What follows belongs to an exercise in optimizing a design on an open flow for small area and a short achievable clock period; a production flow would make more cautious choices.
Only simulation tests tie the RTL to the original design; equivalence was not proved.
Power and IR drop assume default switching activity.

==> flow/design.v, too long to show whole: its modules and the start of the top module <==
// module BMD_64_RWDMA_FSM: 1028 lines
// module rw_fa: 4 lines
// module rw_ao21: 3 lines
// module rw_xn2: 3 lines
// module rw_or2: 3 lines
// module rw_o21ai: 3 lines
// module rw_nor2: 3 lines
// module rw_mux2: 3 lines
// module rw_aoi21: 3 lines
// module rw_oai21: 3 lines
// module rw_nand2: 3 lines
// module rw_gfa: 6 lines
// module rw_mj3: 3 lines
// module rw_a2: 3 lines
// module rw_x2: 3 lines
module BMD_64_RWDMA_FSM (
    clk,
    rst_n,
    init_rst_i,
    wdma_rst_o,
    mwr_len_i,
    mwr_count_i,
    wdma_start_o,
    wdma_addr_o,
    wdma_done_i,
    wdma_irq_o,
    next_wdma_addr_i,
    next_wdma_up_addr_i,
    next_wdma_valid_i,
    wdma_start_i,
    wdma_stop_i,
    wdma_running_o,
    wdma_frame_len_i,
    timeframe_end_i,
    wdma_buf_ptr_o,
    wdma_status_o,
    cc_timeout_o
);
  // ...
==> flow/flow/run.sh <==
#!/bin/bash
# Standard layout (the standard.sh, unchanged synthesis), with two changes:
# - the port buffers are sky130_fd_sc_hd__buf_1 instead of the default
#   clkdlybuf4s50_1, which is larger and slower;
# - clock tree synthesis does not add dummy loads (it otherwise uses the same
#   arguments as ORFS: sink clustering, clock-net repair, CTS_BUF_LIST).
set -euo pipefail
export BUFFER_PORTS_ARGS="-buffer_cell sky130_fd_sc_hd__buf_1"
export CTS_ARGS="-sink_clustering_enable -repair_clock_nets -dont_use_dummy_load -buf_list {sky130_fd_sc_hd__clkbuf_4 sky130_fd_sc_hd__clkbuf_8}"
bash standard.sh finish > flow_make.log 2>&1
==> flow/standard.sh <==
#!/bin/bash
# synth_recipe.tcl (not shown) runs the flow's synth.tcl, then flattens the netlist and writes it again
# the make line also repeats each setting of config.mk as NAME=value (left out here)
make -C /OpenROAD-flow-scripts/flow DESIGN_CONFIG=/design/flow/config.mk WORK_HOME=/design/flow/orfs CLKGATE_MAP_FILE= SYNTH_SCRIPT=/design/flow/synth_recipe.tcl "${@:-finish}"
==> flow/config.mk <==
export PLATFORM = sky130hd
export DESIGN_NAME = BMD_64_RWDMA_FSM
export DESIGN_NICKNAME = BMD_64_RWDMA_FSM
export VERILOG_FILES = /design/flow/design.v
export SDC_FILE = /design/flow/constraint.sdc
export NUM_CORES = 4
export LEC_CHECK = 0
export CAP_MARGIN = 20
export CORE_MARGIN = 2
export CORE_UTILIZATION = 70
export CTS_BUF_LIST = sky130_fd_sc_hd__clkbuf_4 sky130_fd_sc_hd__clkbuf_8
export PLACE_DENSITY = 0.8
export SETUP_SLACK_MARGIN = 4.3
export SLEW_MARGIN = 20
export SYNTH_HIERARCHICAL = 1
export SYNTH_MINIMUM_KEEP_SIZE = 0
==> flow/constraint.sdc <==
create_clock -name core_clock -period 8.5 [get_ports {clk}]
set_input_delay 1.7000 -clock core_clock [delete_from_list [all_inputs] [get_ports {clk}]]
set_output_delay 1.7000 -clock core_clock [all_outputs]
set_load 0.01 [all_outputs]
==> impl_metrics.py, run 1 <==
metrics = {
    "global_route": {
        "grt_usage_pct": 33.9,
        "grt_use_met1_pct": 46.0,
        "grt_pass1_vias": 8029,
    },
    "yosys": {
        "synth_top_family_by_area": "adder cells",
        "synth_seq_cells": 117,
        "muxShareOfSynthArea_pct": 1.99,
        "synth_edf_count": 0,
        "synth.top_cells.by_area": "fa_1 (28%), dfxtp_1 (24%), nand2_1 (9.5%), xnor2_1 (5.8%), xor2_1 (4.3%)",
    },
    "critical_path": {
        "path_cells": "xnor2_2 -> o21ai_2 -> a21oi_2 -> o21ai_2 -> a21oi_4 -> inv_4 -> a21oi_2 -> xor2_1 -> buf_1",
        "crit_path_max_fanout": 5,
        "critPathArrivalTime_ns": 2.48,
        "cpPeakStageDelay_ns": 0.34,
        "crit_path_start": "s_q[9]",
        "r2r_slack_ns": 5.26,
        "slowest_stage": "dfxtp_2",
    },
    "power": {
        "power_mw": 1.44,
        "power_frac_comb_pct": 35.0,
        "p_clk_mw": 0.372,
    },
    "drt": {
        "top_layer_used": "met4",
        "met1_length_microns": 10000,
        "routed_via_density": 5.97,
        "routedWlPerCell_microns": 18.2,
    },
    "placed_design": {
        "place_worst_setup_slack_ns": 3.20,
        "routabilityCongestion": 0.846,
    },
    "cells_and_area": {
        "buffer_area_share_pct": 8.99,
        "multi_input_gates": 835,
        "stdcell_area_sq_um": 11200,
        "clockBufferCount": 17,
        "multi_input_area_share_pct": 64.0,
    },
    "timing": {
        "period_minus_slack_ns": 4.18,
        "hold_viol": 0,
        "finClkSkew_ns": 0.0312,
        "finalSetupTns_ns": 0,
        "slew_headroom_pct": 32.6,
        "worst_slew_pin_slew_ns": 1.01,
    },
    "cts": {
        "cts_max_path_buffers": 2,
    },
    "outcome": {
        "status": "finished clean",
    },
    "floorplanning": {
        "n_tap_cell": 176,
        "pin_count": 155,
        "core_sq_um": 13300,
    },
}
==> run 2, diff against run 1 <==
--- a/flow/config.mk
+++ b/flow/config.mk
@@ -11,5 +11,5 @@
 export CTS_BUF_LIST = sky130_fd_sc_hd__clkbuf_4 sky130_fd_sc_hd__clkbuf_8
 export PLACE_DENSITY = 0.8
-export SETUP_SLACK_MARGIN = 4.3
+export SETUP_SLACK_MARGIN = 4.0
 export SLEW_MARGIN = 20
 export SYNTH_HIERARCHICAL = 1
==> impl_metrics.py, run 2 <==
metrics = {
    "power": {
        "pwr-share-seq_pct": 40.3,
        "clockPowerShare_pct": 26.1,
        "ir_drop_mv": 0.116,
        "switchingPower_mw": 0.455,
        "power_mw": 1.39,
        "power_density_nw_per_um2": 132,
        "p_sw_share_pct": 32.7,
        "p_int_mw": 0.938,
        "power_frac_comb_pct": 33.5,
        "leakage_nw": 3.42,
    },
    "drt": {
        "drt_iter0_drc": 525,
        "drtPass1Iterations": 5,
        "routed_via_density": 5.91,
        "drc": 0,
        "routedWlPerCell_microns": 17.1,
        "vias": 8050,
        "ant_nets": 0,
        "drt-total-wl_microns": 23400,
    },
    "yosys": {
        "synth_common_cells": "nand2_1 (241), fa_1 (134), dfxtp_1 (117), nor2_1 (79), xnor2_1 (63)",
        "yosysWarnings": 7,
        "synth.distinct_cells": 52,
        "synth_seq_cells": 117,
        "avgSynthCellArea_sq_um": 8.94,
        "async_flop_share_pct": 0,
        "yosysSeqAreaShare_pct": 24.5,
        "yosysMostFrequentCell": "nand2_1",
        "netlist_instances": 1069,
        "synth-main-ff-cell": "dfxtp_1",
        "synth_edf_count": 0,
        "synth.top_cells.by_area": "fa_1 (28%), dfxtp_1 (24%), nand2_1 (9.5%), xnor2_1 (5.8%), xor2_1 (4.3%)",
        "synth_top_area_share_pct": 28.1,
        "yosysTopAreaCell": "fa_1",
        "synth_area_sq_um": 9560,
    },
    "cells_and_area": {
        "layout_commonest_cell": "nand2_1",
        "area_delta_synth_final_pct": 10.1,
        "nets": 1416,
        "fill_cells": 961,
        "top_regs": "c_q (27), s_q (27), wdma_buf_cnt (16)",
        "drive_above_1_share_pct": 8.51,
        "n_antenna_cell": 0,
        "layout_common_cells": "nand2_1 (235), buf_1 (135), fa_1 (127), dfxtp_1 (117), nor2_1 (78)",
    },
    "outcome": {
        "status": "finished clean",
    },
    "critical_path": {
        "cp-end-kind": "flop",
        "critPathBufInv": 1,
        "critPathArrivalTime_ns": 4.70,
        "cpPeakStageDelay_ns": 0.56,
        "slowest_stage": "fa_1",
        "crit_path_max_fanout": 10,
        "critPathMostFrequentCell": "fa_1",
        "worstSetupPathType": "in2reg",
        "crit_family": "adder cells",
        "path_cells": "buf_1 -> nand2_1 -> fa_2 -> fa_1 -> fa_1 -> fa_1 -> fa_1 -> nor2_1",
        "cp.required_ns": 8.80,
        "worst_setup_path_start_kind": "input pin",
    },
    "timing": {
        "rsz0062_at_grt": "no",
        "setup_violations": 0,
        "finalMaxSlewViolations": 0,
        "slew_headroom_pct": 28.3,
        "min_period_over_period_pct": 51.8,
        "fmax_ghz": 0.227,
        "hold_viol": 0,
        "fin_ws_ns": 4.10,
        "finalSetupTns_ns": 0,
        "worst_slew_pin_slew_ns": 1.07,
        "finClkSkew_ns": 0.0326,
        "whs_ns": 0.463,
        "period_minus_slack_ns": 4.40,
    },
    "floorplanning": {
        "initial_utilization_pct": 71.9,
        "dieArea_sq_um": 14600,
        "num_rows": 42,
        "die_w_microns": 121,
        "core_sq_um": 13300,
        "die_h_microns": 121,
        "pin_count": 155,
    },
    "cts": {
        "h-tree-depth": 4,
        "clk_pin_slew_worst_paths_ns": 0.07,
        "cts_buffers": 17,
        "cts_max_path_buffers": 2,
        "cts-root-buf": "clkbuf_8",
        "clkSinkCount": 117,
        "insertion_delay_ns": 0.45,
        "ctsHoldBuffers": 0,
        "cts_tree": "yes",
    },
    "placed_design": {
        "hpwl_microns": 17200,
        "routabilityCongestion": 0.861,
        "place_worst_setup_slack_ns": 3.29,
        "port_buffers": 154,
    },
    "global_route": {
        "grt_usage_pct": 33.4,
        "grt_pass1_vias": 7834,
        "grt_pass1_wl_microns": 38000,
        "grt_max_degree": 55,
        "grt-ovfl-total": 0,
        "antenna_found_initial": 0,
    },
    "job": {
        "drv_cap": 0,
    },
    "hold_path": {
        "hold_class": "reg2reg",
    },
}
==> run 2: logic make-up after synthesis <==
logic type | after synthesis | synth area share (%)
simple gates | 393 | 17.6
xor+xnor | 110 | 10.1
other cells | 1 | 0.0392
compound gates | 179 | 12.4
mux | 13 | 1.99
fa+ha+maj | 137 | 28.4
flops | 117 | 24.5
buf+inv | 119 | 5.04
==> run 2: cell type report <==
cell class	count	area (sq um)	area share, %
Clock buffer	17	234	2.22
Inverter	58	218	2.07
Multi-Input combinational cell	835	6840	65.0
Sequential cell	117	2340	22.3
Tap cell	176	220	2.09
Timing Repair Buffer	160	669	6.36
==> run 2: path summary, 6_finish.rpt <==
path / start / to / slack (ns) / cells past startpoint
worst max-delay path: mwr_count_i[6] / c_q[11] / 4.10 / 8
worst min-delay path: s_q[25] / c_q[25] / 0.46 / 2
worst max register to register: s_q[15] / c_q[15] / 5.33 / 7
worst min register to register: s_q[25] / c_q[25] / 0.46 / 2
==> run 2: repair_timing <==
item	4_1_cts	5_1_grt
pin swaps	2	1
setup endpoints to repair	34	36
setup buffers	2	1
resized for setup	14	18
==> run 2: per-layer routing <==
metal,vias to the layer above,track usage (%),share of wire (%)
li1,3687,-,-
met1,3953,46.2,41
met2,375,53.3,48
met3,35,8.46,8.6
met4,0,8.28,1.7
met5,-,0,0
==> run 2: Yosys stat by module, one instance, submodules excluded <==
module / times used / cells
BMD_64_RWDMA_FSM: 1 / 682
rw_fa: 134 / 1
rw_mux2: 12 / 1
rw_aoi21: 22 / 1
rw_x2: 13 / 1
rw_xn2: 49 / 1
rw_or2: 10 / 1
rw_o21ai: 27 / 1
rw_oai21: 35 / 1
rw_nand2: 36 / 1
rw_nor2: 49 / 1
==> run 2: power by group through the flow <==
stage | Clock (mW) | Combinational, mW | Sequential (mW)
after detailed placement | 0 | 0.472 | 0.573
final | 0.364 | 0.467 | 0.562
after CTS | 0.368 | 0.474 | 0.561
after global routing | 0.391 | 0.544 | 0.562
after global placement | 0 | 0.450 | 0.573
after floorplan | 0 | 0.362 | 0.571
==> run 2: worst register-to-register path, stage by stage, from the launching register on <==
cell and delay (ns):
dfxtp_1 0.36, inv_1 0.10, fa_1 0.56, fa_1 0.44
fa_1 0.53, fa_1 0.51, fa_1 0.49, nor2_1 0.04
==> run 2: per-stage QoR <==
step | cell area, sq um | instances | util [%]
floorplan | 9760 | 1071 | -
global placement | 10200 | 1343 | 76.6
detailed placement | 10200 | 1343 | 76.6
CTS | 10500 | 1362 | 78.8
global route | 10500 | 1363 | 79.2
finish | 10500 | 1363 | 79.2
==> run 3, diff against run 2 <==
--- a/flow/config.mk
+++ b/flow/config.mk
@@ -11,5 +11,5 @@
 export CTS_BUF_LIST = sky130_fd_sc_hd__clkbuf_4 sky130_fd_sc_hd__clkbuf_8
 export PLACE_DENSITY = 0.8
-export SETUP_SLACK_MARGIN = 4.0
+export SETUP_SLACK_MARGIN = 3.9
 export SLEW_MARGIN = 20
 export SYNTH_HIERARCHICAL = 1
==> impl_metrics.py, run 3 <==
metrics = {
    "outcome": {
        "status": "finished clean",
    },
    "timing": {
        "hold_viol": 0,
        "finClkSkew_ns": 0.0275,
        "min_period_over_period_pct": 53.0,
        "slew_headroom_pct": 20.6,
        "finalMaxSlewViolations": 0,
        "finalSetupTns_ns": 0,
        "rsz0062_at_grt": "no",
        "setup_violations": 0,
        "worst_slew_pin_slew_ns": 1.19,
        "period_minus_slack_ns": 4.51,
        "fmax_ghz": 0.222,
    },
    "critical_path": {
        "crit_path_max_fanout": 16,
        "crit_family": "adder cells",
        "critPathMostFrequentCell": "fa_1",
        "cp-end-kind": "flop",
        "path_depth": 7,
        "cp.required_ns": 8.79,
        "reg2regPathDepth": 7,
        "crit_path_start": "mwr_len_i[6]",
        "cpPeakStageDelay_ns": 0.73,
        "timing.rr.start": "s_q[16]",
        "slowest_stage": "buf_1",
        "endpoint": "c_q[10]",
        "worst_setup_path_start_kind": "input pin",
        "r2r_end": "c_q[16]",
        "path_cells": "buf_1 -> nand2_1 -> fa_1 -> fa_1 -> fa_1 -> fa_1 -> nor2_1",
        "worstSetupPathType": "in2reg",
        "r2r_slack_ns": 5.34,
        "critPathArrivalTime_ns": 4.79,
        "critPathBufInv": 1,
    },
    "cts": {
        "clkSinkCount": 117,
        "cts_tree": "yes",
        "ctsHoldBuffers": 0,
        "insertion_delay_ns": 0.45,
        "cts_max_path_buffers": 2,
        "cts_buffers": 17,
        "cts-root-buf": "clkbuf_8",
        "h-tree-depth": 4,
        "clk_pin_slew_worst_paths_ns": 0.06,
    },
    "hold_path": {
        "min_path_cells": 2,
        "hold_class": "reg2reg",
    },
    "yosys": {
        "async_flop_share_pct": 0,
        "synth.distinct_cells": 52,
        "synth_edf_count": 0,
        "muxShareOfSynthArea_pct": 1.99,
        "yosysSeqAreaShare_pct": 24.5,
        "synth_common_cells": "nand2_1 (241), fa_1 (134), dfxtp_1 (117), nor2_1 (79), xnor2_1 (63)",
        "synth-main-ff-cell": "dfxtp_1",
        "synth_area_sq_um": 9560,
        "synth_seq_cells": 117,
        "post_synth_xor_area_fraction_pct": 10.1,
        "synth.top_cells.by_area": "fa_1 (28%), dfxtp_1 (24%), nand2_1 (9.5%), xnor2_1 (5.8%), xor2_1 (4.3%)",
        "synth-simple-area-share_pct": 17.6,
        "synth_fa_ha_area_share_pct": 28.4,
        "netlist_instances": 1069,
        "yosysWarnings": 7,
        "yosysMostFrequentCell": "nand2_1",
        "avgSynthCellArea_sq_um": 8.94,
        "synth_top_family_by_area": "adder cells",
        "yosysTopAreaCell": "fa_1",
        "synth_top_area_share_pct": 28.1,
        "synth_compound_area_share_pct": 12.4,
    },
    "power": {
        "power_frac_comb_pct": 33.5,
        "leakage_nw": 3.39,
        "p_sw_share_pct": 32.7,
        "power_density_nw_per_um2": 133,
        "switchingPower_mw": 0.456,
        "ir_drop_mv": 0.139,
        "pwr-share-seq_pct": 40.3,
        "clockPowerShare_pct": 26.2,
        "p_int_mw": 0.937,
    },
    "global_route": {
        "antenna_found_initial": 0,
        "grt_max_degree": 55,
        "grt_pass1_vias": 7910,
        "grt-ovfl-total": 0,
        "grt_pass1_wl_microns": 38100,
        "grt_usage_pct": 33.5,
    },
    "drt": {
        "routedWlPerCell_microns": 17.2,
        "drc": 0,
        "vias": 7992,
        "drt_iter0_drc": 641,
        "drt-total-wl_microns": 23400,
        "drtPass1Iterations": 5,
        "routed_via_density": 5.86,
        "ant_nets": 0,
    },
    "placed_design": {
        "port_buffers": 154,
        "routabilityCongestion": 0.860,
        "hpwl_microns": 17400,
    },
    "job": {
        "drv_cap": 0,
    },
    "cells_and_area": {
        "nets": 1416,
        "drive_above_1_share_pct": 6.99,
        "layout_commonest_cell": "nand2_1",
        "area_delta_synth_final_pct": 9.47,
        "top_regs": "c_q (27), s_q (27), wdma_buf_cnt (16)",
        "n_antenna_cell": 0,
        "layout_common_cells": "nand2_1 (240), buf_1 (144), fa_1 (130), dfxtp_1 (117), nor2_1 (78)",
        "fill_cells": 971,
        "final_util_pct": 78.7,
    },
    "floorplanning": {
        "pin_count": 155,
        "die_h_microns": 121,
        "die_w_microns": 121,
        "num_rows": 42,
        "core_sq_um": 13300,
        "initial_utilization_pct": 71.9,
        "dieArea_sq_um": 14600,
    },
}
## run 3: cell types whose count changed in the layout (fill, tap and decap cells not counted)
| cell | before | now |
|---|---|---|
| clkdlybuf4s15_1 | 2 | 0 |
| inv_2 | 1 | 0 |
| fa_2 | 7 | 4 |
| clkbuf_2 | 8 | 5 |
| nand2_2 | 5 | 0 |
| inv_1 | 56 | 57 |
| nand2_1 | 235 | 240 |
| buf_1 | 135 | 144 |
| fa_1 | 127 | 130 |
| buf_2 | 9 | 5 |
| xnor2_2 | 3 | 1 |
| xnor2_1 | 60 | 62 |
## run 3: per-stage QoR
step                total power, mW  cells  setup WS [ns]  hold WS [ns]  cell area [sq um]
detailed placement             1.04   1343           3.25         0.435              10200
CTS                            1.40   1361           3.91         0.450              10400
finish                         1.39   1363           3.99         0.451              10500
global route                   1.49   1363           3.91         0.469              10500
floorplan                     0.930   1071           3.89         0.392               9690
global placement               1.02   1343           3.34         0.435              10200
## run 3: per-module statistics from Yosys, one instance, submodules excluded, excerpt
module	flops+latches	cell area [sq um]
BMD_64_RWDMA_FSM	117	5270
rw_x2	0	8.76
rw_aoi21	0	8.76
rw_mux2	0	15.0
rw_nand2	0	3.75
rw_or2	0	6.26
## run 3: how the worst min path moves through the flow
| stage | end | from |
|---|---|---|
| 2_1_floorplan | prev_check | st_check |
| 3_3_place_gp | c_q[25] | s_q[25] |
| 3_5_place_dp | prev_check | st_check |
| 4_1_cts | prev_check | st_check |
| 5_1_grt | prev_check | st_check |
| 6_report | c_q[25] | s_q[25] |
## run 3: logic make-up after synthesis
logic type / Yosys count
AOI/OAI and AO/OA: 179
xor gates and xnor gates: 110
adders and majority gates: 137
buffers and inverters: 119
DFF: 117
muxes: 13
other: 1
and+or+nand+nor: 393
## run 3: area by class of cell
| class | count | area, sq um | area share [%] |
|---|---|---|---|
| Multi-Input combinational cell | 835 | 6810 | 65.0 |
| Sequential cell | 117 | 2340 | 22.4 |
| Timing Repair Buffer | 160 | 648 | 6.19 |
| Clock buffer | 17 | 234 | 2.24 |
| Tap cell | 176 | 220 | 2.10 |
| Inverter | 58 | 218 | 2.08 |
## run 3: worst min-delay path: stages (launching register included)
cell and delay, ns:
dfxtp_1 0.33, inv_1 0.06, nor2_1 0.03
## run 3: timing repair
| action | in CTS | in global routing |
|---|---|---|
| pin swaps | 1 | 1 |
| setup buffers | 1 | 2 |
| setup endpoints to repair | 32 | 18 |
| gates resized for setup | 8 | 9 |
## run 3: per-layer routing
layer  wire [microns]  part of all wire (%)  vias up  global-route usage, %
li1                 -                     -     3677                      -
met1             9770                    42     3915                   45.4
met2            11200                    48      350                   55.0
met3             1820                   7.8       50                   5.92
met4              563                   2.4        0                   10.8
met5                0                     0        -                      0
## run 3: power by group through the flow
stage,combinational (mW),sequential (mW),clock (mW)
finish,0.467,0.561,0.365
global route,0.539,0.562,0.387
CTS,0.470,0.561,0.367
detailed placement,0.466,0.573,0
global placement,0.448,0.573,0
floorplan,0.359,0.571,0
==> run 4, diff against run 3 <==
--- a/flow/config.mk
+++ b/flow/config.mk
@@ -10,6 +10,6 @@
 export CORE_UTILIZATION = 70
 export CTS_BUF_LIST = sky130_fd_sc_hd__clkbuf_4 sky130_fd_sc_hd__clkbuf_8
-export PLACE_DENSITY = 0.8
-export SETUP_SLACK_MARGIN = 3.9
+export PLACE_DENSITY = 0.7
+export SETUP_SLACK_MARGIN = 4.2
 export SLEW_MARGIN = 20
 export SYNTH_HIERARCHICAL = 1
==> impl_metrics.py, run 4 <==
metrics = {
    "yosys": {
        "synth_compound_area_share_pct": 12.4,
        "synth_common_cells": "nand2_1 (241), fa_1 (134), dfxtp_1 (117), nor2_1 (79), xnor2_1 (63)",
        "synth_fa_ha_area_share_pct": 28.4,
        "synth-main-ff-cell": "dfxtp_1",
        "synth_seq_cells": 117,
        "avgSynthCellArea_sq_um": 8.94,
        "async_flop_share_pct": 0,
        "post_synth_xor_area_fraction_pct": 10.1,
        "synth_edf_count": 0,
        "synth_top_family_by_area": "adder cells",
        "muxShareOfSynthArea_pct": 1.99,
        "synth.distinct_cells": 52,
        "yosysSeqAreaShare_pct": 24.5,
        "yosysTopAreaCell": "fa_1",
        "yosysMostFrequentCell": "nand2_1",
        "yosysWarnings": 7,
        "netlist_instances": 1069,
        "synth.top_cells.by_area": "fa_1 (28%), dfxtp_1 (24%), nand2_1 (9.5%), xnor2_1 (5.8%), xor2_1 (4.3%)",
        "synth-simple-area-share_pct": 17.6,
        "synth_top_area_share_pct": 28.1,
        "synth_area_sq_um": 9560,
    },
    "floorplanning": {
        "die_h_microns": 121,
        "num_rows": 42,
        "dieArea_sq_um": 14600,
        "die_w_microns": 121,
        "pin_count": 155,
        "initial_utilization_pct": 71.9,
        "core_sq_um": 13300,
    },
    "cells_and_area": {
        "fill_cells": 896,
        "drive_above_1_share_pct": 11.3,
        "layout_common_cells": "nand2_1 (234), buf_1 (133), fa_1 (117), dfxtp_1 (117), nor2_1 (72)",
        "area_delta_synth_final_pct": 12.4,
        "stdcell_area_sq_um": 10700,
        "n_antenna_cell": 0,
        "layout_commonest_cell": "nand2_1",
        "final_util_pct": 80.8,
        "nets": 1419,
        "top_regs": "c_q (27), s_q (27), wdma_buf_cnt (16)",
    },
    "timing": {
        "hold_viol": 0,
        "fin_ws_ns": 4.24,
        "min_period_over_period_pct": 50.1,
        "setup_violations": 0,
        "finalMaxSlewViolations": 0,
        "finClkSkew_ns": 0.0341,
        "rsz0062_at_grt": "yes",
        "slew_headroom_pct": 26.0,
        "period_minus_slack_ns": 4.26,
        "finalSetupTns_ns": 0,
        "fmax_ghz": 0.235,
        "worst_slew_pin_slew_ns": 1.11,
    },
    "cts": {
        "clkSinkCount": 117,
        "cts_tree": "yes",
        "cts_buffers": 17,
        "clk_pin_slew_worst_paths_ns": 0.07,
        "h-tree-depth": 4,
        "cts-root-buf": "clkbuf_8",
        "cts_max_path_buffers": 2,
        "insertion_delay_ns": 0.45,
    },
    "drt": {
        "drt-total-wl_microns": 24000,
        "vias": 8047,
        "drc": 0,
        "routed_via_density": 5.89,
        "drt_iter0_drc": 712,
        "ant_nets": 0,
        "routedWlPerCell_microns": 17.5,
        "drtPass1Iterations": 5,
    },
    "critical_path": {
        "worstSetupPathType": "in2reg",
        "cp.required_ns": 8.80,
        "crit_path_max_fanout": 10,
        "cp-end-kind": "flop",
        "critPathArrivalTime_ns": 4.56,
        "worst_setup_path_start_kind": "input pin",
    },
    "global_route": {
        "grt-ovfl-total": 0,
        "grt_pass1_wl_microns": 38300,
        "grt_usage_pct": 33.6,
        "grt_pass1_vias": 7952,
        "antenna_found_initial": 0,
        "grt_max_degree": 55,
    },
    "power": {
        "leakage_nw": 3.48,
        "ir_drop_mv": 0.156,
        "power_density_nw_per_um2": 132,
        "power_mw": 1.42,
    },
    "placed_design": {
        "routabilityCongestion": 0.873,
        "place_worst_setup_slack_ns": 3.20,
        "hpwl_microns": 17100,
        "placed_area_sq_um": 10200,
        "port_buffers": 154,
    },
    "job": {
        "drv_cap": 0,
    },
    "hold_path": {
        "hold_class": "reg2reg",
    },
    "outcome": {
        "status": "finished clean",
    },
}
==> run 4: worst paths after layout <==
check	start	to	slack (ns)	cells past startpoint
max	mwr_count_i[11]	c_q[15]	4.24	8
min	s_q[25]	c_q[25]	0.45	2
max reg2reg	s_q[15]	c_q[15]	5.27	7
min reg2reg	s_q[25]	c_q[25]	0.45	2
==> run 4: per-layer routing <==
| layer | GRT usage [%] | up-vias | wire length (microns) |
|---|---|---|---|
| li1 | - | 3701 | - |
| met1 | 45.8 | 3934 | 9690 |
| met2 | 54.2 | 374 | 11700 |
| met3 | 7.52 | 38 | 2130 |
| met4 | 9.74 | 0 | 427 |
| met5 | 0 | - | 0 |
==> run 4: repair_timing <==
action | 4_1_cts | 5_1_grt
hold buffers | 0 | 0
setup buffers | 3 | 4
gates resized for setup | 52 | 26
pin swaps | 3 | 4
endpoints found under the setup margin | 54 | 31
==> run 4: cell families (layout without fill, tap and decap cells) <==
family	after synthesis	in the layout
adder cells (fa/ha/maj)	137	137
multiplexers	13	13
buffers and inverters	119	238
XOR/XNOR	110	110
other	1	3
flip-flops	117	117
AND/OR/NAND/NOR	393	393
AO/OA/AOI/OAI	179	179
==> run 4: cell type report <==
class / count / area (sq um) / area share [%]
inverters: 58 / 218 / 2.03
repair buffers: 163 / 764 / 7.11
well taps: 176 / 220 / 2.05
clock buffers: 17 / 234 / 2.18
multi-input cells: 835 / 6970 / 64.8
flip-flops and latches: 117 / 2340 / 21.8
==> run 4: stage by stage <==
stage               hold slack, ns  instances
floorplan                    0.392       1071
global placement             0.435       1342
detailed placement           0.445       1342
CTS                          0.454       1362
global route                 0.465       1366
finish                       0.453       1366
==> run 4: per-module statistics from Yosys, one instance, submodules excluded, a selection <==
module | cells inside | flops+latches | area [sq um]
BMD_64_RWDMA_FSM | 682 | 117 | 5270
rw_mux2 | 1 | 0 | 15.0
rw_x2 | 1 | 0 | 8.76
rw_nand2 | 1 | 0 | 3.75
rw_nor2 | 1 | 0 | 3.75
rw_xn2 | 1 | 0 | 8.76
rw_or2 | 1 | 0 | 6.26
rw_fa | 1 | 0 | 20.0
rw_oai21 | 1 | 0 | 5.00
==> run 4: power breakdown <==
| group | internal, mW | switching [mW] | total (mW) |
|---|---|---|---|
| sequential | 0.555 | 0.00706 | 0.562 |
| clock | 0.175 | 0.192 | 0.367 |
| combinational | 0.224 | 0.271 | 0.495 |
==> run 4: worst max-delay path, stage by stage <==
cell and delay [ns]:
clkbuf_4 0.20, nand2_1 0.10, fa_2 0.54, fa_1 0.43
fa_1 0.53, fa_2 0.47, fa_2 0.54, nor2_1 0.05
==> run 5, diff against run 4 <==
--- a/flow/config.mk
+++ b/flow/config.mk
@@ -10,5 +10,5 @@
 export CORE_UTILIZATION = 70
 export CTS_BUF_LIST = sky130_fd_sc_hd__clkbuf_4 sky130_fd_sc_hd__clkbuf_8
-export PLACE_DENSITY = 0.7
+export PLACE_DENSITY = 0.8
 export SETUP_SLACK_MARGIN = 4.2
 export SLEW_MARGIN = 20
==> impl_metrics.py, run 5 <==
metrics = {
    "drt": {
        "drc": 0,
        "ant_nets": 0,
        "routed_via_density": 5.89,
        "routedWlPerCell_microns": 17.5,
        "drtPass1Iterations": 5,
        "drt-total-wl_microns": 24000,
        "drt_iter0_drc": 712,
        "vias": 8047,
    },
    "yosys": {
        "synth.top_cells.by_area": "fa_1 (28%), dfxtp_1 (24%), nand2_1 (9.5%), xnor2_1 (5.8%), xor2_1 (4.3%)",
        "yosysMostFrequentCell": "nand2_1",
        "yosysTopAreaCell": "fa_1",
        "synth_common_cells": "nand2_1 (241), fa_1 (134), dfxtp_1 (117), nor2_1 (79), xnor2_1 (63)",
        "synth_top_area_share_pct": 28.1,
        "synth_compound_area_share_pct": 12.4,
        "synth_edf_count": 0,
        "synth_fa_ha_area_share_pct": 28.4,
        "yosysWarnings": 7,
        "synth_area_sq_um": 9560,
        "synth_top_family_by_area": "adder cells",
        "yosysSeqAreaShare_pct": 24.5,
        "synth_seq_cells": 117,
        "muxShareOfSynthArea_pct": 1.99,
        "synth-simple-area-share_pct": 17.6,
        "async_flop_share_pct": 0,
        "avgSynthCellArea_sq_um": 8.94,
        "netlist_instances": 1069,
        "synth.distinct_cells": 52,
        "post_synth_xor_area_fraction_pct": 10.1,
        "synth-main-ff-cell": "dfxtp_1",
    },
    "cts": {
        "cts_buffers": 17,
        "clk_pin_slew_worst_paths_ns": 0.07,
        "clkSinkCount": 117,
        "cts_tree": "yes",
        "ctsHoldBuffers": 0,
        "cts_max_path_buffers": 2,
        "h-tree-depth": 4,
        "insertion_delay_ns": 0.45,
        "cts-root-buf": "clkbuf_8",
    },
    "cells_and_area": {
        "n_antenna_cell": 0,
        "area_delta_synth_final_pct": 12.4,
        "layout_common_cells": "nand2_1 (234), buf_1 (133), fa_1 (117), dfxtp_1 (117), nor2_1 (72)",
        "stdcell_count": 1366,
        "fill_cells": 896,
        "drive_above_1_share_pct": 11.3,
        "multi_input_comb_area_sq_um": 6970,
        "nets": 1419,
        "seq_area_sq_um": 2340,
        "top_regs": "c_q (27), s_q (27), wdma_buf_cnt (16)",
        "layout_commonest_cell": "nand2_1",
        "final_util_pct": 80.8,
    },
    "timing": {
        "period_minus_slack_ns": 4.26,
        "slew_headroom_pct": 26.0,
        "fin_ws_ns": 4.24,
        "finalSetupTns_ns": 0,
        "setup_violations": 0,
        "finClkSkew_ns": 0.0341,
        "worst_slew_pin_slew_ns": 1.11,
        "fmax_ghz": 0.235,
        "finalMaxSlewViolations": 0,
        "rsz0062_at_grt": "yes",
        "hold_viol": 0,
        "min_period_over_period_pct": 50.1,
    },
    "critical_path": {
        "worst_setup_path_start_kind": "input pin",
        "crit_path_max_fanout": 10,
        "cp.required_ns": 8.80,
        "cp-end-kind": "flop",
        "critPathArrivalTime_ns": 4.56,
        "worstSetupPathType": "in2reg",
    },
    "placed_design": {
        "place_worst_setup_slack_ns": 3.20,
        "port_buffers": 154,
        "hpwl_microns": 17100,
        "routabilityCongestion": 0.873,
        "dp.cells": 1342,
    },
    "floorplanning": {
        "die_h_microns": 121,
        "pin_count": 155,
        "initial_utilization_pct": 71.9,
        "dieArea_sq_um": 14600,
        "core_sq_um": 13300,
        "num_rows": 42,
        "die_w_microns": 121,
    },
    "power": {
        "p_int_mw": 0.953,
        "ir_drop_mv": 0.156,
        "clockPowerShare_pct": 25.7,
        "pwr-share-seq_pct": 39.5,
        "leakage_nw": 3.48,
        "power_frac_comb_pct": 34.8,
        "power_density_nw_per_um2": 132,
        "p_sw_share_pct": 33.0,
        "switchingPower_mw": 0.470,
        "power_mw": 1.42,
    },
    "global_route": {
        "antenna_found_initial": 0,
        "grt_pass1_wl_microns": 38300,
        "grt-ovfl-total": 0,
        "grt_pass1_vias": 7952,
        "grt_usage_pct": 33.6,
        "grt_max_degree": 55,
    },
    "hold_path": {
        "hold_class": "reg2reg",
    },
    "job": {
        "drv_cap": 0,
    },
    "outcome": {
        "status": "finished clean",
    },
}
## run 5: cell counts after synthesis
Identical to the previous run, type by type.
## run 5: area by class of cell
cell class              count  area share [%]
multi-input cells         835            64.8
inverters                  58            2.03
clock buffers              17            2.18
well taps                 176            2.05
repair buffers            163            7.11
flip-flops and latches    117            21.8
## run 5: power by group through the flow
stage,registers (mW),clock network (mW),logic (mW)
6_report,0.562,0.367,0.495
3_5_place_dp,0.573,0,0.483
3_3_place_gp,0.573,0,0.458
2_1_floorplan,0.571,0,0.376
4_1_cts,0.561,0.370,0.496
5_1_grt,0.562,0.392,0.560
## run 5: worst paths after layout
kind	from	endpoint	slack, ns	cells after the start
hold reg to reg	s_q[25]	c_q[25]	0.45	2
setup reg to reg	s_q[15]	c_q[15]	5.27	7
setup / recovery	mwr_count_i[11]	c_q[15]	4.24	8
hold / removal	s_q[25]	c_q[25]	0.45	2
## run 5: Yosys stat by module (local to each module, per instance)
module            cells inside  flip-flops and latches
rw_oai21                     1                       0
rw_x2                        1                       0
rw_aoi21                     1                       0
rw_nand2                     1                       0
rw_fa                        1                       0
rw_o21ai                     1                       0
BMD_64_RWDMA_FSM           682                     117
rw_xn2                       1                       0
rw_mux2                      1                       0
rw_or2                       1                       0
rw_nor2                      1                       0
## run 5: logic make-up after synthesis
family / Yosys count
compound gates: 179
xor+xnor: 110
fa+ha+maj: 137
buf+inv: 119
flops: 117
mux: 13
other cells: 1
simple gates: 393
## run 5: worst max-delay path: stages
cell and delay (ns):
clkbuf_4 0.20, nand2_1 0.10, fa_2 0.54, fa_1 0.43, fa_1 0.53, fa_2 0.47, fa_2 0.54, nor2_1 0.05
## run 5: timing repair
action | 4_1_cts | 5_1_grt
resized for setup | 52 | 26
endpoints found under the hold margin | 0 | 0
buffers inserted | 3 | 4
pin swaps | 3 | 4
setup endpoints to repair | 54 | 31
## run 5: layer usage
metal / vias up / global-route usage (%) / part of all wire (%)
li1: 3701 / - / -
met1: 3934 / 45.8 / 40
met2: 374 / 54.2 / 49
met3: 38 / 7.52 / 8.9
met4: 0 / 9.74 / 1.8
met5: - / 0 / 0
## run 5: metrics by stage
| stage | instance area (sq um) | hold WS (ns) |
|---|---|---|
| CTS | 10600 | 0.454 |
| detailed placement | 10200 | 0.445 |
| global route | 10700 | 0.465 |
| floorplan | 9930 | 0.392 |
| global placement | 10200 | 0.435 |
| finish | 10700 | 0.453 |
==> run 6, diff against run 5 <==
==> flow/flow/run.sh (replaced) <==
#!/bin/bash
# The standard layout (standard.sh, synthesis unchanged), with two layout choices:
# - the port buffers are sky130_fd_sc_hd__buf_1 (the default pick, clkdlybuf4s50_1,
#   is larger and slower);
# - clock tree synthesis adds no dummy loads and clusters up to 30 sinks per
#   buffer (otherwise the same arguments as ORFS: sink clustering, clock-net repair,
#   the CTS_BUF_LIST buffers).
set -euo pipefail
export BUFFER_PORTS_ARGS="-buffer_cell sky130_fd_sc_hd__buf_1"
export CTS_ARGS="-sink_clustering_enable -repair_clock_nets -dont_use_dummy_load -sink_clustering_size 30 -sink_clustering_max_diameter 200 -buf_list {sky130_fd_sc_hd__clkbuf_4 sky130_fd_sc_hd__clkbuf_8}"
bash standard.sh finish > flow_make.log 2>&1
==> impl_metrics.py, run 6 <==
metrics = {
    "timing": {
        "setup_violations": 0,
        "rsz0062_at_grt": "yes",
        "fmax_ghz": 0.235,
        "finalSetupTns_ns": 0,
        "finClkSkew_ns": 0.0341,
        "slew_headroom_pct": 26.0,
        "period_minus_slack_ns": 4.26,
        "finalMaxSlewViolations": 0,
        "min_period_over_period_pct": 50.1,
        "worst_slew_pin_slew_ns": 1.11,
        "hold_viol": 0,
    },
    "cts": {
        "clk_pin_slew_worst_paths_ns": 0.07,
        "insertion_delay_ns": 0.45,
        "h-tree-depth": 4,
        "clkSinkCount": 117,
        "cts_buffers": 17,
        "cts_tree": "yes",
        "cts-root-buf": "clkbuf_8",
        "cts_max_path_buffers": 2,
    },
    "floorplanning": {
        "die_w_microns": 121,
        "num_rows": 42,
        "initial_utilization_pct": 71.9,
        "pin_count": 155,
        "core_sq_um": 13300,
        "dieArea_sq_um": 14600,
        "die_h_microns": 121,
    },
    "drt": {
        "vias": 8047,
        "routed_via_density": 5.89,
        "drt_iter0_drc": 712,
        "routedWlPerCell_microns": 17.5,
        "drt-total-wl_microns": 24000,
        "drc": 0,
        "drtPass1Iterations": 5,
        "ant_nets": 0,
    },
    "critical_path": {
        "timing.rr.start": "s_q[15]",
        "worst_setup_path_start_kind": "input pin",
        "crit_path_max_fanout": 10,
        "worstSetupPathType": "in2reg",
        "critPathArrivalTime_ns": 4.56,
        "cp-end-kind": "flop",
        "crit_path_start": "mwr_count_i[11]",
        "cp.required_ns": 8.80,
    },
    "yosys": {
        "netlist_instances": 1069,
        "avgSynthCellArea_sq_um": 8.94,
        "yosysMostFrequentCell": "nand2_1",
        "synth.distinct_cells": 52,
        "yosysWarnings": 7,
        "synth-main-ff-cell": "dfxtp_1",
        "synth_area_sq_um": 9560,
        "yosysSeqAreaShare_pct": 24.5,
        "synth_edf_count": 0,
        "synth_top_area_share_pct": 28.1,
        "synth_seq_cells": 117,
        "synth.top_cells.by_area": "fa_1 (28%), dfxtp_1 (24%), nand2_1 (9.5%), xnor2_1 (5.8%), xor2_1 (4.3%)",
        "yosysTopAreaCell": "fa_1",
        "synth_common_cells": "nand2_1 (241), fa_1 (134), dfxtp_1 (117), nor2_1 (79), xnor2_1 (63)",
        "async_flop_share_pct": 0,
    },
    "cells_and_area": {
        "stdcell_count": 1366,
        "top_regs": "c_q (27), s_q (27), wdma_buf_cnt (16)",
        "layout_commonest_cell": "nand2_1",
        "nets": 1419,
        "drive_above_1_share_pct": 11.3,
        "layout_common_cells": "nand2_1 (234), buf_1 (133), fa_1 (117), dfxtp_1 (117), nor2_1 (72)",
        "n_antenna_cell": 0,
        "area_delta_synth_final_pct": 12.4,
    },
    "global_route": {
        "grt_max_degree": 55,
        "grt_usage_pct": 33.6,
        "antenna_found_initial": 0,
        "grt_pass1_wl_microns": 38300,
        "grt_pass1_vias": 7952,
        "grt-ovfl-total": 0,
    },
    "placed_design": {
        "hpwl_microns": 17100,
        "dp.cells": 1342,
        "routabilityCongestion": 0.873,
        "port_buffers": 154,
    },
    "power": {
        "power_mw": 1.42,
        "ir_drop_mv": 0.156,
        "power_density_nw_per_um2": 132,
        "leakage_nw": 3.48,
    },
    "job": {
        "drv_cap": 0,
    },
    "hold_path": {
        "hold_class": "reg2reg",
        "holdCritStartpoint": "s_q[25]",
    },
    "outcome": {
        "status": "finished clean",
    },
}
[run 6: cell counts after synthesis]
No cell type changed its count.
[run 6: logic make-up after synthesis]
kind of cell               after synthesis  synth area share, %
and+or+nand+nor                        393                 17.6
xor gates and xnor gates               110                 10.1
buffers and inverters                  119                 5.04
AOI/OAI and AO/OA                      179                 12.4
other                                    1               0.0392
muxes                                   13                 1.99
adders and majority gates              137                 28.4
DFF                                    117                 24.5
[run 6: metal layers]
layer	up-vias	GRT usage (%)	wire length (microns)
met5	-	0	0
met4	0	9.74	427
met3	38	7.52	2130
met2	374	54.2	11700
met1	3934	45.8	9690
li1	3701	-	-
[run 6: path summary, 6_finish.rpt]
kind	slack (ns)	depth (start not counted)	endpoint
worst min-delay path	0.45	2	c_q[25]
worst min register to register	0.45	2	c_q[25]
worst max-delay path	4.24	8	c_q[15]
worst max register to register	5.27	7	c_q[15]
[run 6: modules after synthesis, one instance, submodules excluded]
module | area (sq um) | cells inside | flip-flops and latches | times used
BMD_64_RWDMA_FSM | 5270 | 682 | 117 | 1
rw_aoi21 | 8.76 | 1 | 0 | 22
rw_fa | 20.0 | 1 | 0 | 134
rw_mux2 | 15.0 | 1 | 0 | 12
rw_nand2 | 3.75 | 1 | 0 | 36
rw_nor2 | 3.75 | 1 | 0 | 49
rw_o21ai | 5.00 | 1 | 0 | 27
rw_oai21 | 5.00 | 1 | 0 | 35
rw_or2 | 6.26 | 1 | 0 | 10
rw_x2 | 8.76 | 1 | 0 | 13
rw_xn2 | 8.76 | 1 | 0 | 49
[run 6: metrics by stage]
step                      utilization (%)  cell area, sq um  setup slack, ns  hold WS [ns]
after floorplan                         -              9930             3.91         0.392
after global placement               76.8             10200             3.30         0.435
after detailed placement             76.8             10200             3.20         0.445
after CTS                            79.8             10600             4.20         0.454
after global routing                 80.8             10700             4.16         0.465
final                                80.8             10700             4.24         0.453
[run 6: critical path: stages]
cell and delay [ns]:
clkbuf_4 0.20, nand2_1 0.10, fa_2 0.54, fa_1 0.43
fa_1 0.53, fa_2 0.47, fa_2 0.54, nor2_1 0.05
[run 6: what timing repair did]
action,CTS,global route
setup endpoints to repair,54,31
resized for setup,52,26
pin swaps,3,4
buffers inserted,3,4
hold buffers,0,0
[run 6: area by class of cell]
cell class / instances / area, sq um
flip-flops and latches: 117 / 2340
fillers: 896 / 2550
well taps: 176 / 220
clock buffers: 17 / 234
multi-input cells: 835 / 6970
inverters: 58 / 218
repair buffers: 163 / 764
[run 6: where the power goes]
group | switching (mW) | internal [mW]
combinational | 0.271 | 0.224
sequential | 0.00706 | 0.555
clock | 0.192 | 0.175

re-timing with driven ports:
In the flow no input, the clock included, has a driving cell. The finished layouts below were timed again as built, in two steps. Step 1 (the two cells are an assumption about what drives the block):
set clk [get_ports {clk}]
set_driving_cell -lib_cell sky130_fd_sc_hd__clkbuf_16 $clk
set_driving_cell -lib_cell sky130_fd_sc_hd__buf_2 [delete_from_list [all_inputs] $clk]
Step 2 times the ports against the registers' clock, not the clock port: input delays grow and output delays shrink by t, the midpoint of the rising clock arrivals with the driver on. a / b / c = ideal ports / drivers / drivers and shift; a / b = the first two.
| run | shift t [ns] | setup slack, ns | hold WS [ns] |
|---|---|---|---|
| run 1 | 0.464 | 4.319 / 4.281 / 3.837 | 0.444 / 0.444 / 0.444 |
| run 2 | 0.469 | 4.096 / 4.105 / 3.637 | 0.463 / 0.463 / 0.463 |
| run 3 | 0.468 | 3.993 / 4.001 / 3.533 | 0.451 / 0.451 / 0.451 |
| run 4 | 0.468 | 4.244 / 4.243 / 3.775 | 0.453 / 0.453 / 0.453 |
| run 5 | 0.468 | 4.244 / 4.243 / 3.775 | 0.453 / 0.453 / 0.453 |
| run 6 | 0.468 | 4.244 / 4.243 / 3.775 | 0.453 / 0.453 / 0.453 |
After both steps setup and hold are still met in every run listed. For run 1, which loses most, drivers alone change the setup slack by -0.038 ns; drivers and shift together by -0.482 ns.
